This is an optimization exercise on Yosys and OpenROAD, whose aim is small area, a short achievable clock period and few clock cycles, not a production implementation.
RTL that was checked went through simulation tests only; none was proved equivalent to the original.
The RTL of run 1 was laid out without a check of its function.
No driver is modelled on the clock port, so clocking that relies on it looks cheaper here than on a real chip.

==> flow/design.v, too long to show whole: its modules and the start of the top module <==
// module fa: 4 lines
// module addr3_27: 159 lines
// module addr3_29: 175 lines
// module add131: 1047 lines
// module add128: 1030 lines
// module addc0: 183 lines
// module carrycx: 40 lines
// module poly1305: 3108 lines
module poly1305(
  input rst_ni,
  input clk,
  input [127:0] r,
  input [127:0] s,
  input [127:0] m,
  input fb,
  input ld,
  input first,
  output [127:0] p,
  output rdy);
  // ...
==> flow/flow/run.sh <==
#!/bin/bash
# Standard layout (standard.sh), with these changes to how it is made:
#  - the port buffers are sky130_fd_sc_hd__buf_2 cells (every port is still buffered);
#  - extra setup repair passes (repair_timing) after placement and after CTS;
#  - in those passes, delay cells (clkdlybuf4s*, dlygate*, dlymetal*) left as buffers by
#    earlier repair steps are swapped for sky130_fd_sc_hd__buf_2.
# Each tool's full output goes to its own log in this folder.
set -euo pipefail
R=orfs/results/sky130hd/poly1305/base
MARGIN=${REPAIR_MARGIN:-7}
export BUFFER_PORTS_ARGS="-buffer_cell sky130_fd_sc_hd__buf_2"
bash standard.sh synth > 1_synth.log 2>&1
bash standard.sh floorplan > 2_floorplan.log 2>&1
bash standard.sh place > 3_place.log 2>&1
STAGE_ODB=$R/3_place.odb STAGE_SDC=$R/3_place.sdc MARGIN=$MARGIN PAD=1 \
  openroad -exit -no_init flow/repair.tcl > 3_extra_repair.log 2>&1
bash standard.sh cts > 4_cts.log 2>&1
STAGE_ODB=$R/4_cts.odb STAGE_SDC=$R/4_cts.sdc MARGIN=$MARGIN PAD=1 PROPAGATED=1 \
  openroad -exit -no_init flow/repair.tcl > 4_extra_repair.log 2>&1
bash standard.sh finish > 5_finish.log 2>&1
==> flow/flow/repair.tcl <==
# Extra setup repair on a placed (or clock-tree) database, then re-legalize.
# env: STAGE_ODB, STAGE_SDC, MARGIN, PAD
read_liberty $::env(FLOW_HOME)/platforms/sky130hd/lib/sky130_fd_sc_hd__tt_025C_1v80.lib
read_db $::env(STAGE_ODB)
read_sdc $::env(STAGE_SDC)
source $::env(FLOW_HOME)/platforms/sky130hd/setRC.tcl
if {[info exists ::env(PROPAGATED)]} { set_propagated_clock [all_clocks] }
set_dont_use [list sky130_fd_sc_hd__probe_p_8 sky130_fd_sc_hd__probec_p_8 sky130_fd_sc_hd__lpflow_* sky130_fd_sc_hd__clkdlybuf4s* sky130_fd_sc_hd__dlygate* sky130_fd_sc_hd__dlymetal*]
# swap delay-cell buffers left by earlier repair steps for plain buffers
set nswap 0
foreach inst [[ord::get_db_block] getInsts] {
  set m [[$inst getMaster] getName]
  if {[string match "sky130_fd_sc_hd__clkdlybuf4s*" $m] || [string match "sky130_fd_sc_hd__dlygate*" $m] || [string match "sky130_fd_sc_hd__dlymetal*" $m]} {
    replace_cell [get_cells [$inst getName]] sky130_fd_sc_hd__buf_2
    incr nswap
  }
}
puts "swapped $nswap delay cells"
estimate_parasitics -placement
report_worst_slack
report_design_area
repair_timing -setup -setup_margin $::env(MARGIN) -verbose
if {[info exists ::env(PROPAGATED)]} { repair_timing -hold -hold_margin 0.05 -verbose }
set_placement_padding -global -left $::env(PAD) -right $::env(PAD)
detailed_placement
check_placement -verbose
estimate_parasitics -placement
report_worst_slack
report_design_area
write_db $::env(STAGE_ODB)
==> flow/standard.sh <==
#!/bin/bash
# synth_recipe.tcl (not shown) runs the flow's synth.tcl, then flattens the netlist and writes it again
# the make line also repeats each setting of config.mk as NAME=value (left out here)
make -C /OpenROAD-flow-scripts/flow DESIGN_CONFIG=/design/flow/config.mk WORK_HOME=/design/flow/orfs CLKGATE_MAP_FILE= SYNTH_SCRIPT=/design/flow/synth_recipe.tcl "${@:-finish}"
==> flow/config.mk <==
export PLATFORM = sky130hd
export DESIGN_NAME = poly1305
export DESIGN_NICKNAME = poly1305
export VERILOG_FILES = /design/flow/design.v
export SDC_FILE = /design/flow/constraint.sdc
export NUM_CORES = 8
export LEC_CHECK = 0
export CAP_MARGIN = 20
export CELL_PAD_IN_SITES_DETAIL_PLACEMENT = 1
export CELL_PAD_IN_SITES_GLOBAL_PLACEMENT = 1
export CORE_MARGIN = 2
export CORE_UTILIZATION = 30
export GPL_ROUTABILITY_DRIVEN = 1
export PLACE_DENSITY = 0.45
export SETUP_SLACK_MARGIN = 5
export SLEW_MARGIN = 30
export SYNTH_HIERARCHICAL = 1
==> flow/constraint.sdc <==
create_clock -name core_clock -period 12.0 [get_ports {clk}]
set_input_delay 2.4000 -clock core_clock [delete_from_list [all_inputs] [get_ports {clk}]]
set_output_delay 2.4000 -clock core_clock [all_outputs]
set_load 0.01 [all_outputs]
==> summary.md, run 1 <==
| Metric | Value |
|---|---|
| Cells after Synth | 9,647 |
| Slowest stage cell, crit path | a2111o_1 |
| Inverters | 356 |
| Vias in the first global route | 94,700 |
| Crit path arrival time | 5.75 ns |
| Reg-to-reg endpoint | A[128] |
| Finished Core Util | approximately 34% |
| Routed Antenna Nets | 0 |
| HP Start | it[2] |
| Cells on worst reg2reg path | 14 |
| Antenna cell count | 15 |
| Most frequent cells in the layout | fa_1, a222oi_1, nand2_1, dfxtp_1, ha_1 |
| Postcts setup bufs | 0 |
| Area grow syn2layout | 11.9% |
| Vias | 88,400 |
| Core Rows | about 210 |
| H-tree levels | 4 |
| Met2 wire length | 248 mm |
| Status | complete, no violations |
| Final min period | 5.05 ns |
| CP delay by family, top | compound AO/OA/AOI/OAI gates |
| Proportion of layout cells with a drive suffix above 1 | 13.9% |
| Hold Path Stages | 0 |
| Die Width | 584 µm |
| Max incr delay on CP | 0.58 ns |
| Non-Clock Buffer Count | 752 |
| GRT overflow | 0 |
| Routed wire length | around 560 mm |
| Required @ worst endpoint | 12.70 ns |
| Multi-input gates | between 7,000 and 8,000 |
| Critical path endpoint category | flip-flop |
==> run 2, diff against run 1 <==
--- a/flow/design.v
+++ b/flow/design.v
@@ -2682,26 +2682,24 @@
   assign rc3[97] = 1'b0;
   assign rc3[126] = 1'b0;
   assign rc3[127] = 1'b0;
   assign rc3[128] = 1'b0;
   assign rc3[129] = 1'b0;
   reg idle;             
   reg [K-1:0] it;       
   reg f1, f1b, f2, done;
-  reg it0n;             
   wire load = idle | done;
   wire iter = |it;
   always @(posedge clk or negedge rst_ni) begin
     if (!rst_ni) begin
-      idle <= 1'b1; it0n <= 1'b1; it <= '0; f1 <= 1'b0; f1b <= 1'b0; f2 <= 1'b0; done <= 1'b0;
+      idle <= 1'b1; it <= '0; f1 <= 1'b0; f1b <= 1'b0; f2 <= 1'b0; done <= 1'b0;
     end else begin
       idle <= (idle & ~ld) | done;
       it <= {it[K-2:0], idle & ld};
-      it0n <= ~(idle & ld);
       f1 <= it[K-1];
       f1b <= f1;
       f2 <= f1b;
       done <= f2;
     end
   end
   assign rdy = done;
   reg [NB-1:0] A;           
@@ -2714,17 +2712,17 @@
   reg [1:0] ca;             
   reg first_r;              
   reg [W:0] apre;           
   reg c5r;                  
   reg [123:0] HsN, HcN;    
   reg [W-1:0] LsN, LcN;     
   reg cl;                   
   wire [123:0] HsI = HsN | {124{it[0]}};
-  wire [123:0] HcI = HcN | {124{~it0n}};    
+  wire [123:0] HcI = HcN | {124{it[0]}};
   wire clN = ~cl;
   wire [NB-1:0] AN = ~A;
   assign p = M;
   wire [W:0] c0s;
   wire c0co;
   addc0 u_c0 (.a({1'b0, m[W-1:0]}), .b(first ? {(W+1){1'b0}} : apre), .ci(1'b0), .s(c0s), .co(c0co));
   wire [W+1:0] chunk0 = {c0co, c0s};
   wire [W:0] chunk1a = {1'b0, M[W-1:0]} + {1'b0, first_r ? {W{1'b0}} : A[2*W-1:W]} + {{W{1'b0}}, ca[0]};
==> flow/run.sh (new file) <==
#!/bin/bash
# synth_recipe.tcl (not shown) runs the flow's synth.tcl, then flattens the netlist and writes it again
# the make line also repeats each setting of config.mk as NAME=value (left out here)
make -C /OpenROAD-flow-scripts/flow DESIGN_CONFIG=/design/flow/config.mk WORK_HOME=/design/flow/orfs CLKGATE_MAP_FILE= SYNTH_SCRIPT=/design/flow/synth_recipe.tcl finish
==> flow/config.mk (replaced) <==
export PLATFORM = sky130hd
export DESIGN_NAME = poly1305
export DESIGN_NICKNAME = poly1305
export VERILOG_FILES = /design/flow/design.v
export SDC_FILE = /design/flow/constraint.sdc
export NUM_CORES = 8
export LEC_CHECK = 0
export CAP_MARGIN = 50
export CELL_PAD_IN_SITES_DETAIL_PLACEMENT = 1
export CELL_PAD_IN_SITES_GLOBAL_PLACEMENT = 1
export CORE_MARGIN = 2
export CORE_UTILIZATION = 30
export GPL_ROUTABILITY_DRIVEN = 1
export PLACE_DENSITY = 0.45
export SETUP_SLACK_MARGIN = 5
export SLEW_MARGIN = 70
export SYNTH_HIERARCHICAL = 1
removed: flow/flow/run.sh
removed: flow/flow/repair.tcl
removed: flow/standard.sh
==> run 2 against run 1 <==
  * Wire length increased by 1.0%
  * Via count grew 1.5%
  * Final cell count increased by 1.6%
  * First-iteration DRC count increased by 0.10%
  * Synthesized cell count about the same
  * Global-route usage increased by 0.28 points
  * Critical endpoint is now M[127]
  * Utilization up 2.4 points
  * Setup slack lost 0.24 ns
  * Design area increased by 7.0%
  * Critical path depth is 4 higher
==> summary.md, run 2 <==
| Metric | Value |
|---|---|
| Status | complete, no violations (unchanged) |
| Final setup viols | 0 (unchanged) |
| Regs by FF count | A (132), M (128), HsN (124) (unchanged) |
| Mean Syn Cell Area | 10.5 µm² (about the same) |
| Vias in the first global route | 95,500 (was 94,700) |
| Core Rows | 212 (unchanged) |
| Slew at the pin closest to its max-slew limit | 0.524 ns (was 1.17 ns) |
| H-tree levels | 4 (unchanged) |
| Final min period | 5.28 ns (was 5.05 ns) |
| Required @ worst endpoint | 12.73 ns (was 12.70 ns) |
| Top-Level Pins | 518 (unchanged) |
| Period utilization | 44.0% (was 42.0%) |
| Hold Buf Count CTS | 0 (unchanged) |
| Final hold violation count | 0 (unchanged) |
| CP delay by family, top | compound AO/OA/AOI/OAI gates (unchanged) |
| Slowest stage cell, crit path | a2111o_1 (unchanged) |
| Most frequent cells in the layout | fa_1, a222oi_1, nand2_1, ha_1, clkdlybuf4s50_1 (was fa_1, a222oi_1, nand2_1, dfxtp_1, ha_1) |
| Worst Path Max Fanout | 6 (unchanged) |
| Core outline area | 334,000 µm² (unchanged) |
| Worst path depth | 18 (was 14) |
| Max-slew headroom | 65.1% (was 21.7%) |
| Synthesized area | 101,000 µm² (about the same) |
| CTS Root Cell | clkbuf_16 (unchanged) |
| Clk sinks | 878 (was 879) |
| CTS clk-pin slew, worst paths | 0.06 ns (about the same) |
| GRT overflow | 0 (unchanged) |
| RSZ-0062 raised after global routing | no (unchanged) |
| Biggest register | A (unchanged) |
| Crit path arrival time | 6.01 ns (was 5.75 ns) |
| Critical path endpoint category | flip-flop (unchanged) |
| Wirelength per Cell | 38.9 µm (was 39.1 µm) |
| Residual DRC | 0 (unchanged) |
| F_max | 0.189 GHz (was 0.198 GHz) |
| Fin nets | 12,700 (was 12,400) |
| Port buffer count | 495 (unchanged) |
| Vias | 89,700 (was 88,400) |
| Proportion of layout cells with a drive suffix above 1 | 14.8% (was 13.9%) |
| Crit path cell chain | ha_1, ha_1, and4_1, nand2_1, nor4_4, buf_2, nand2_1, nor2_4, o2111ai_1, buf_4, a2111o_1, a21o_1, a21oi_1, a21oi_1, fa_1, inv_1, nand2_1, o21ai_0 (was ha_1, nand2_1, a211oi_1, o22ai_1, a21boi_2, a2111o_1, a211o_1, o21a_2, a22o_4, a31o_2, a21o_1, fa_1, xor2_1, a221oi_1) |
| DRT iter0 DRCs | 15,600 (about the same) |
| R2r setup slk | 6.72 ns (was 6.95 ns) |
| Cts repair resizes | 0 (unchanged) |
| Later-pin clock latency in the skew report | 0.87 ns (was 0.88 ns) |
| Max Slew Vio Count | 0 (unchanged) |
| Die height | 584 µm (about the same) |
| CP Launch Type | flip-flop (unchanged) |
| Routed wire length | 562 mm (was 557 mm) |
| Max-cap check violation count | 0 (unchanged) |
| Reg2reg start | A[77] (was M[74]) |
| Vias per cell | 6.21 (about the same) |
| TritonCTS clock tree | yes (unchanged) |
| Crit path buf inv count | 3 (was 0) |
| Commonest non-fill, non-tap cell in the layout | fa_1 (unchanged) |
| Final HPWL DP | 433 mm (was 421 mm) |
| CP startpoint | A[77] (was M[74]) |
| Post-Layout Cell Count | 14,500 (was 14,200) |
| Routability congestion estimate | 0.958 (was 0.948) |
| Routed Antenna Nets | 0 (unchanged) |
| Cells on worst reg2reg path | 18 (was 14) |
| Die Width | 584 µm (about the same) |
| Total CTS buffers | 136 (was 135) |
| Hold WC Path Type | flip-flop to flip-flop (unchanged) |
| DP Cell Count | 14,100 (was 13,900) |
| Postcts setup bufs | 0 (unchanged) |
| Antenna violations before repair | 49 (was 57) |
| Yosys warnings | 7 (unchanged) |
| Max FFs per register | 132 (unchanged) |
| Reg-to-reg endpoint | M[127] (was A[128]) |
| Setup crit end | M[127] (was A[128]) |
| Clk_skew | 0.0647 ns (was 0.0875 ns) |
| Global-route usage over all layers | 32.4% (was 32.1%) |
| WS Path Type | flip-flop to flip-flop (unchanged) |
| Die area | 341,000 µm² (about the same) |
| Fin Hold WS | 0.376 ns (was 0.372 ns) |
| Setup TNS | 0 ns (unchanged) |
| Most common cell type on the critical path | nand2_1 |
| Max incr delay on CP | 0.58 ns (about the same) |
| Largest net degree at the start of global routing | 70 (was 92) |
| Cells after Synth | 9,643 (was 9,647) |
| First-pass GRT wire length | 781 mm (was 774 mm) |
| Area grow syn2layout | 19.6% (was 11.9%) |
| DR pass1 iterations | 17 (was 13) |
| Worst-case clock buffer depth | 4 (unchanged) |
| Initial Util | 30.2% (about the same) |
[run 2: routing by layer]
metal / up-vias / wire, µm / GRT usage, %
met5: - / 75 / 0.142
met4: 12 / 30300 / 14.4
met1: 46900 / 220000 / 41.2
met3: 1059 / 55200 / 7.88
met2: 5299 / 257000 / 51.9
li1: 36400 / - / -
[run 2: worst min-delay path by stage]
stage | from | endpoint | slack [ns] | cells after the start
final | it[2] | it[3] | 0.38 | 0
after global routing | it[2] | it[3] | 0.39 | 0
after CTS | it[2] | it[3] | 0.38 | 0
after detailed placement | it[5] | f1 | 0.37 | 0
after global placement | it[2] | it[3] | 0.36 | 0
after floorplan | f1 | f1b | 0.35 | 0
[run 2: layout make-up]
class                           instances  area [µm²]
Multi-Input combinational cell       7595       79600
Inverter                              350        1330
Clock buffer                          171        3790
Sequential cell                       878       19000
Timing Repair Buffer                  976       10500
Tap cell                             4387        5490
Antenna cell                           27        67.6
Clock inverter                         74         840
Fill cell                           36200      213000
[run 2: through the flow]
step	area, µm²	util [%]	setup WS [ns]
global route	121000	36.1	6.51
CTS	120000	35.8	6.68
global placement	110000	32.9	4.95
detailed placement	115000	34.4	5.83
floorplan	101000	-	7.16
finish	121000	36.1	6.72
Testbench counts of run 2, summed over its fixed seeds: cycles 5,624.

static timing again, ports no longer ideal:
The flow's constraints put no driver on any port. The routed layouts listed below were extracted and timed again, unchanged, in two steps.
Step 1: set_driving_cell puts a clkbuf_16 on clk and a buf_2 on each other input, an assumption about the parent block.
Step 2 also shifts input and output timing later by t, the mid clock arrival at the registers, as if the neighbouring blocks saw the same clock.
Three values: no drivers, after step 1, after step 2; two values: the first two.
run	t, ns	setup slack, ns	slew at the worst register clock pin (ns)
run 1	0.939	6.954 / 6.954 / 6.612	0.07 / 0.07
run 2	0.942	6.718 / 6.718 / 5.897	0.07 / 0.07
After both steps setup and hold are still met in every run listed. For run 2, which loses most, drivers alone change the setup slack by 0.000 ns; drivers and shift together by -0.821 ns.
